Context: an optimization exercise on an open-source flow, tuned for small area, a short achievable clock period and few clock cycles per item. The choices shown serve that exercise and are no tape-out recipe. Function was checked by simulation only, so behaviour that the tests miss may differ from the original. No activity file was given, so power comes from the tool's default toggle rates.

==> flow/design.v <==
module lpc_decoder(
			input wire ACLK,
			input wire ARESET_N,
			input wire[79:0] TDATA,
			input wire TVALID,
			output wire TREADY,
			input wire EN,
			input wire TUSER,
			input wire TLAST,
			output wire[15:0] OUT_DECODED,
			output wire OUT_VALID,
			input wire OUT_READY,
			output wire OUT_LAST,
			output wire OUT_USER
		);
	integer i, j;
	reg [7:0] rm, cm;
	always @(*) begin
		for (i = 0; i < 8; i = i + 1)
			rm[i] = ^TDATA[8*i +: 8] ^ TDATA[64+i];
		for (j = 0; j < 8; j = j + 1) begin
			cm[j] = TDATA[72+j];
			for (i = 0; i < 8; i = i + 1)
				cm[j] = cm[j] ^ TDATA[8*i+j];
		end
	end
	reg [7:0] y_rm, y_cm;
	always @(posedge ACLK) begin
		y_rm <= rm;
		y_cm <= cm;
	end
	reg [7:0] rh, ch;
	reg [2:0] rn, cn;
	always @(*) begin
		for (i = 0; i < 8; i = i + 1) begin
			rh[i] = y_rm[i] & ~|(y_rm >> (i+1));
			ch[i] = y_cm[i] & ~|(y_cm >> (i+1));
		end
		rn = {|rh[7:4], |{rh[7:6], rh[3:2]}, |{rh[7], rh[5], rh[3], rh[1]}};
		cn = {|ch[7:4], |{ch[7:6], ch[3:2]}, |{ch[7], ch[5], ch[3], ch[1]}};
	end
	reg        rdy;        
	reg        r_busy;     
	reg [1:0]  k;          
	reg [63:0] r_d;
	reg        r_user, r_last;
	reg        f_v;        
	reg [2:0]  f_row, f_col;    
	reg [15:0] o_d;
	reg        o_v, o_user, o_last;
	wire acc    = rdy;                         
	wire o_free = ~o_v | OUT_READY;
	wire mv     = r_busy & o_free;             
	wire byp    = acc & o_free;                
	wire r_busy_n = acc ? 1'b1 : (mv ? (k != 2'd3) : r_busy);
	wire [15:0] beat_r = k == 2'd0 ? r_d[15:0] : k == 2'd1 ? r_d[31:16] :
	                     k == 2'd2 ? r_d[47:32] : r_d[63:48];
	wire [15:0] beat   = acc ? TDATA[15:0] : beat_r;
	reg  [15:0] flip_y, flip_f, flip;
	always @(*) begin
		for (j = 0; j < 8; j = j + 1) begin
			flip_y[j]   = EN & rh[0] & ch[j];
			flip_y[8+j] = EN & rh[1] & ch[j];
			flip_f[j]   = f_v & (f_row == {k, 1'b0}) & (f_col == j);
			flip_f[8+j] = f_v & (f_row == {k, 1'b1}) & (f_col == j);
		end
		flip = acc ? flip_y : flip_f;
	end
	wire [15:0] beat_c = beat ^ flip;           
	always @(posedge ACLK or negedge ARESET_N) begin
		if (~ARESET_N) begin
			r_busy <= 1'b0;
			k      <= 2'd0;
			o_v    <= 1'b0;
		end else begin
			if (acc) begin
				r_busy <= 1'b1;
				k      <= byp ? 2'd1 : 2'd0;
			end else if (mv) begin
				k <= {k[1] ^ k[0], ~k[0]};
				if (k == 2'd3)
					r_busy <= 1'b0;
			end
			if (byp | mv)
				o_v <= 1'b1;
			else if (OUT_READY)
				o_v <= 1'b0;
		end
	end
	always @(posedge ACLK)
		rdy <= TVALID & ~acc & ~r_busy_n;
	always @(posedge ACLK) begin
		if (acc) begin
			r_d    <= TDATA[63:0];
			r_user <= TUSER;
			r_last <= TLAST;
			f_v    <= EN & |y_rm & |y_cm;
			f_row  <= rn;
			f_col  <= cn;
		end
		if (byp | mv) begin
			o_d    <= {beat_c[7:0], beat_c[15:8]};
			o_user <= acc ? TUSER : (k == 2'd0) & r_user;
			o_last <= acc ? 1'b0 : (k == 2'd3) & r_last;
		end
	end
	assign TREADY      = rdy;
	assign OUT_VALID   = o_v;
	assign OUT_DECODED = o_d;
	assign OUT_USER    = o_user;
	assign OUT_LAST    = o_last;
endmodule
clock: 5.0 ns
lec_check: 0
cap_margin: 20
core_margin: 2
core_utilization: 40
setup_slack_margin: 3.0
slew_margin: 20
standard.sh (not shown) runs the stock make flow with config.mk's settings and CLKGATE_MAP_FILE= SYNTH_SCRIPT=/design/flow/synth_recipe.tcl, a recipe that flattens the netlist after the stock synthesis.
==> flow/flow/run.sh <==
#!/bin/bash
# The standard layout (the standard.sh: ORFS synthesis to finish) with three
# changes: port buffers are buf_1 cells instead of the delay cells ORFS picks,
# clock tree synthesis adds no dummy loads, and it may use smaller clock buffers.
# Each make run writes its full output to a log file in this folder.
set -euo pipefail
here=$(pwd)
CTS="-sink_clustering_enable -repair_clock_nets -dont_use_dummy_load"
bash standard.sh \
  BUFFER_PORTS_ARGS="-buffer_cell sky130_fd_sc_hd__buf_1" \
  CTS_ARGS="$CTS" \
  finish > "$here/standard_make.log" 2>&1
Testbench counts at the start, summed over its fixed seeds: cycles 12,816, items 3,200.
Change:
--- a/flow/design.v
+++ b/flow/design.v
@@ -49,16 +49,17 @@
 	reg [15:0] o_d;
 	reg        o_v, o_user, o_last;
 	wire acc    = rdy;                         
 	wire o_free = ~o_v | OUT_READY;
 	wire mv     = r_busy & o_free;             
 	wire byp    = acc & o_free;                
-	wire r_busy_n = acc ? 1'b1 : (mv ? (k != 2'd3) : r_busy);
-	wire [15:0] beat_r = k == 2'd0 ? r_d[15:0] : k == 2'd1 ? r_d[31:16] :
-	                     k == 2'd2 ? r_d[47:32] : r_d[63:48];
-	wire [15:0] beat   = acc ? TDATA[15:0] : beat_r;
+	wire r_busy_n = acc | (mv ? ~&k : r_busy);
+	wire [3:0] kh = {4{r_busy}} & {k == 2'd3, k == 2'd2, k == 2'd1, k == 2'd0};
+	wire [15:0] beat   = {16{acc}} & TDATA[15:0] | {16{kh[0]}} & r_d[15:0] |
+	                     {16{kh[1]}} & r_d[31:16] | {16{kh[2]}} & r_d[47:32] |
+	                     {16{kh[3]}} & r_d[63:48];
 	reg  [15:0] flip_y, flip_f, flip;
 	always @(*) begin
 		for (j = 0; j < 8; j = j + 1) begin
 			flip_y[j]   = EN & rh[0] & ch[j];
 			flip_y[8+j] = EN & rh[1] & ch[j];
 			flip_f[j]   = f_v & (f_row == {k, 1'b0}) & (f_col == j);
@@ -72,16 +73,16 @@
 			r_busy <= 1'b0;
 			k      <= 2'd0;
 			o_v    <= 1'b0;
 		end else begin
 			if (acc) begin
 				r_busy <= 1'b1;
-				k      <= byp ? 2'd1 : 2'd0;
+				k      <= {1'b0, byp};
 			end else if (mv) begin
 				k <= {k[1] ^ k[0], ~k[0]};
-				if (k == 2'd3)
+				if (&k)
 					r_busy <= 1'b0;
 			end
 			if (byp | mv)
 				o_v <= 1'b1;
 			else if (OUT_READY)
 				o_v <= 1'b0;
@@ -97,14 +98,14 @@
 			f_v    <= EN & |y_rm & |y_cm;
 			f_row  <= rn;
 			f_col  <= cn;
 		end
 		if (byp | mv) begin
 			o_d    <= {beat_c[7:0], beat_c[15:8]};
-			o_user <= acc ? TUSER : (k == 2'd0) & r_user;
-			o_last <= acc ? 1'b0 : (k == 2'd3) & r_last;
+			o_user <= acc ? TUSER : kh[0] & r_user;
+			o_last <= kh[3] & r_last;
 		end
 	end
 	assign TREADY      = rdy;
 	assign OUT_VALID   = o_v;
 	assign OUT_DECODED = o_d;
 	assign OUT_USER    = o_user;
=> The changed run produced a clean layout; final area fell by 4.3%; wire length fell by 1.6%; register-to-register slack improves by 80 ps; via count is lower by 1.1%; fmax increases by 1.7%; critical path depth shrinks by 6; die area shrinks by 3.4%; total power drops by 5.6%; utilization barely changes; synthesized cell count came out lower by 3.7%; worst setup slack improves by 33 ps; combinational power drops by 17%; clock skew stays flat.
Testbench counts after the change, summed over its fixed seeds: cycles 12,816, items 3,200.

[static timing again, ports no longer ideal]
No port has a modelled driver above. Below, the same layouts with a new extraction and two added sets of constraints.
Step 1: set_driving_cell puts a clkbuf_16 on ACLK and a buf_2 on each other input, an assumption about the parent block.
Step 2, shift: input delay + t, output delay - t, t = (earliest + latest rising clock arrival at the registers) / 2. This alone moves slack from input paths to output paths.
Slacks: ideal / step 1 / step 2; pairs: ideal / step 1.
| run | t, ns | setup WS [ns] | worst setup path at the end | cell pins on the clock port's net |
|---|---|---|---|---|
| the first run | 0.373 | 3.057 / 3.019 / 2.724 | input to register | 1 |
| the second run | 0.367 | 3.090 / 3.052 / 2.836 | input to register | 1 |
After both steps setup and hold are still met in every run listed. The setup slack of the first run, which loses most, moves by -0.038 ns with the drivers and by -0.333 ns with both steps.
